What follows belongs to an exercise in optimizing a design on an open flow for small area and a short achievable clock period; a production flow would make more cautious choices.
RTL that was checked went through simulation tests only; none was proved equivalent to the original.
Power figures rest on the tool's default switching activity, not on a simulated workload.

Design cpu2, start of the top module:
module cpu2(
    input clk, rst_n,
    output hlt,
    output [15:0] pc,
    output [15:0] imem_addr,
    input [15:0] imem_data,
    output [15:0] dmem_addr,
    output [15:0] dmem_wdata,
    output dmem_we,
    input [15:0] dmem_rdata
);
For scale: about 2,200 cells after synthesis, about 440 flip-flops, about 23,000 um2 of cells after synthesis.
==> flow/config.mk <==
export PLATFORM = sky130hd
export DESIGN_NAME = cpu2
export DESIGN_NICKNAME = cpu2
export VERILOG_FILES = /design/flow/design.v
export SDC_FILE = /design/flow/constraint.sdc
export NUM_CORES = 4
export LEC_CHECK = 0
export CAP_MARGIN = 20
export CORE_MARGIN = 2
export CORE_UTILIZATION = 65
export PLACE_DENSITY = 0.72
export SLEW_MARGIN = 20
==> flow/constraint.sdc <==
create_clock -name core_clock -period 11.0 [get_ports {clk}]
set_input_delay 2.2000 -clock core_clock [delete_from_list [all_inputs] [get_ports {clk}]]
set_output_delay 2.2000 -clock core_clock [all_outputs]
set_load 0.01 [all_outputs]
standard.sh (not shown) runs the stock make flow with config.mk's settings and CLKGATE_MAP_FILE= SYNTH_SCRIPT=/design/flow/synth_recipe.tcl, a recipe that flattens the netlist after the stock synthesis.
==> flow/flow/run.sh <==
#!/bin/bash
# The standard layout (standard synthesis, floorplan, placement, CTS,
# routing) with a tighter timing-repair target and a leaner clock tree and
# port buffers. The clock period and constraints are the design's own.
#  - repair_timing aims for SETUP_SLACK_MARGIN ns of setup slack
#  - CTS builds from clkbuf_4/clkbuf_8 in clusters of up to 12 sinks, without
#    dummy loads
#  - every input and output port still gets its own buffer (buf_1)
set -euo pipefail
bash standard.sh \
  SETUP_SLACK_MARGIN=6.15 \
  "CTS_ARGS=-sink_clustering_enable -repair_clock_nets -dont_use_dummy_load -sink_clustering_size 12 -sink_clustering_max_diameter 70 -buf_list {sky130_fd_sc_hd__clkbuf_4 sky130_fd_sc_hd__clkbuf_8}" \
  "BUFFER_PORTS_ARGS=-buffer_cell sky130_fd_sc_hd__buf_1" \
  finish > standard_flow.log 2>&1
Edit:
--- a/flow/design.v
+++ b/flow/design.v
@@ -17,15 +17,16 @@
     reg        ex_s1x, ex_s1m, ex_s1r, ex_s2x, ex_s2m, ex_s2r;
     reg        ex_spc;
     reg        ex_btk, ex_brtk;                    
     reg [2:0]  flags;
     reg        mem_rfw, mem_dmw, mem_mtr, mem_hlt, mem_m3;
     reg [3:0]  mem_wr;
     reg [15:0] mem_res, mem_sd;
-    reg        wb_hlt;
+    reg        wb_rfw, wb_hlt;
+    reg [3:0]  wb_wr;
     reg [15:0] wb_data;
     wire [3:0] ex_op    = ex_inst[15:12];
     wire [3:0] ex_wr    = ex_inst[11:8];
     wire       ex_is_ld = (ex_op == 4'h8);
     wire       ex_is_st = (ex_op == 4'h9);
     wire       ex_br    = ex_op[3] & ex_op[2];           
     wire [3:0] ex_rr2   = ex_is_st ? ex_inst[11:8] : ex_inst[3:0];
@@ -57,29 +58,28 @@
             3'b100: cond = flags[0] | ~flags[2];
             3'b101: cond = flags[2] | flags[0];
             3'b110: cond = flags[1];
             default: cond = 1'b1;
         endcase
     end
     wire flush = (id_is_b | id_is_br) & cond & ~stall;
-    wire [15:0] wb_next = mem_mtr ? dmem_rdata : mem_res;
-    wire rf_we = mem_rfw & ~flush;
-    wire [15:0] rf_wd = wb_next & {16{rst_n}};
+    wire rf_we = wb_rfw & ~ex_flush;
+    wire [15:0] rf_wd = wb_data & {16{rst_n}};
     wire [15:0] rfv [0:15];
     genvar gi;
     generate
         for (gi = 0; gi < 16; gi = gi + 1) begin : R
             reg [15:0] q;
             always @(posedge clk)
-                if (~rst_n | (rf_we & (mem_wr == gi))) q <= rf_wd;
+                if (~rst_n | (rf_we & (wb_wr == gi))) q <= rf_wd;
             assign rfv[gi] = q;
         end
     endgenerate
-    wire [15:0] rd1 = rfv[rr1];
-    wire [15:0] rd2 = rfv[rr2];
+    wire [15:0] rd1 = (rf_we & (rr1 == wb_wr)) ? wb_data : rfv[rr1];
+    wire [15:0] rd2 = (rf_we & (rr2 == wb_wr)) ? wb_data : rfv[rr2];
     wire id_brop = op[3] & op[2];                        
     wire [15:0] a1 = ({16{ex_s1x}} & mem_res) | ({16{ex_s1m}} & wb_data) | ({16{ex_s1r}} & ex_rd1) |
                      ({16{ex_spc}} & {ex_pc[15:1], 1'b1});
     wire [15:0] a2 = ({16{ex_s2x}} & mem_res) | ({16{ex_s2m}} & wb_data) | ({16{ex_s2r}} & ex_rd2);
     wire [3:0] imm4 = ex_inst[3:0];
     wire        ex_is_hlt = (ex_op == 4'hF);
     wire [15:0] immv = ~ex_op[3] ? {12'h000, imm4} :
@@ -158,29 +158,29 @@
         if (~ex_stall) if_inst <= imem_data;
         ex_inst[7:0] <= if_inst[7:0];
         ex_btk   <= id_is_b & cond;
         ex_brtk  <= id_is_br & cond;
         ex_rd1   <= rd1;
         ex_rd2   <= rd2;
         mem_sd   <= ex_rd2;
-        wb_data  <= wb_next;
+        wb_data  <= mem_mtr ? dmem_rdata : mem_res;
     end
     always @(posedge clk) begin
         if (~rst_n) begin
             pc_r <= 16'h0000; if_pc <= 16'h0000;
             ex_inst[15:8] <= 8'h00;
             ex_rfw <= 1'b0; ex_stall <= 1'b0;
             ex_flush <= 1'b1;
             ex_sub <= 1'b0; ex_bimm <= 1'b0; ex_spc <= 1'b0;
             ex_s1x <= 1'b0; ex_s1m <= 1'b0; ex_s1r <= 1'b0;
             ex_s2x <= 1'b0; ex_s2m <= 1'b0; ex_s2r <= 1'b0;
             flags <= 3'b000;
             mem_rfw <= 1'b0; mem_dmw <= 1'b0; mem_mtr <= 1'b0; mem_hlt <= 1'b0;
             mem_m3 <= 1'b0; mem_wr <= 4'h0; mem_res <= 16'h0000;
-            wb_hlt <= 1'b0;
+            wb_rfw <= 1'b0; wb_hlt <= 1'b0; wb_wr <= 4'h0;
         end else begin
             if (~ex_stall) begin
                 pc_r    <= ~ex_br ? pc_r + 16'd2 :
                            ex_brtk ? ex_rd1 : pc_tgt;
                 if_pc   <= pc_r;
             end
             ex_inst[15:8] <= stall ? 8'h00 : id_inst[15:8];
@@ -201,11 +201,13 @@
             mem_rfw  <= ex_rfw;
             mem_dmw  <= ex_is_st;
             mem_mtr  <= ex_is_ld;
             mem_hlt  <= ex_is_hlt;
             mem_wr   <= ex_wr;
             mem_res  <= res;
             mem_m3   <= mem_rfw & (mem_wr == ex_rr2);
+            wb_rfw   <= mem_rfw;
             wb_hlt   <= mem_hlt;
+            wb_wr    <= mem_wr;
         end
     end
 endmodule
What happened: The new run completed without violations; fmax goes down by 0.36%; synthesized area goes up by 2.2%; sequential power goes up by about 2%; total power goes up by 1.9%; critical path depth does not change; via count goes up by 1.5%; core utilization goes up by 0.49 points; die area goes up by 2.1%; global-route usage goes down by 1.8 points; wire length goes down by 0.48%.
The RTL of the second run of this note was laid out without a check of its function.

## static timing again, ports no longer ideal
No port has a modelled driver above. Below, the same layouts with a new extraction and two added sets of constraints. Step 1 assumes that a clkbuf_16 drives the clock port and a buf_2 every other input. Step 2, shift: input delay + t, output delay - t, t = (earliest + latest rising clock arrival at the registers) / 2. This alone moves slack from input paths to output paths. a / b / c = ideal ports / drivers / drivers and shift; a / b = the first two.
run	shift t [ns]	setup WS [ns]	slew at the worst register clock pin (ns)	worst data-port slew with drivers (ns)	pins driven straight from the clock port
the first run	0.692	6.137 / 6.083 / 6.083	0.09 / 0.09	0.07	1
the second run	0.672	6.119 / 6.077 / 6.077	0.09 / 0.09	0.06	1
After both steps setup and hold are still met in every run listed. The setup slack of the first run, which loses most, moves by -0.054 ns with the drivers and by -0.054 ns with both steps.
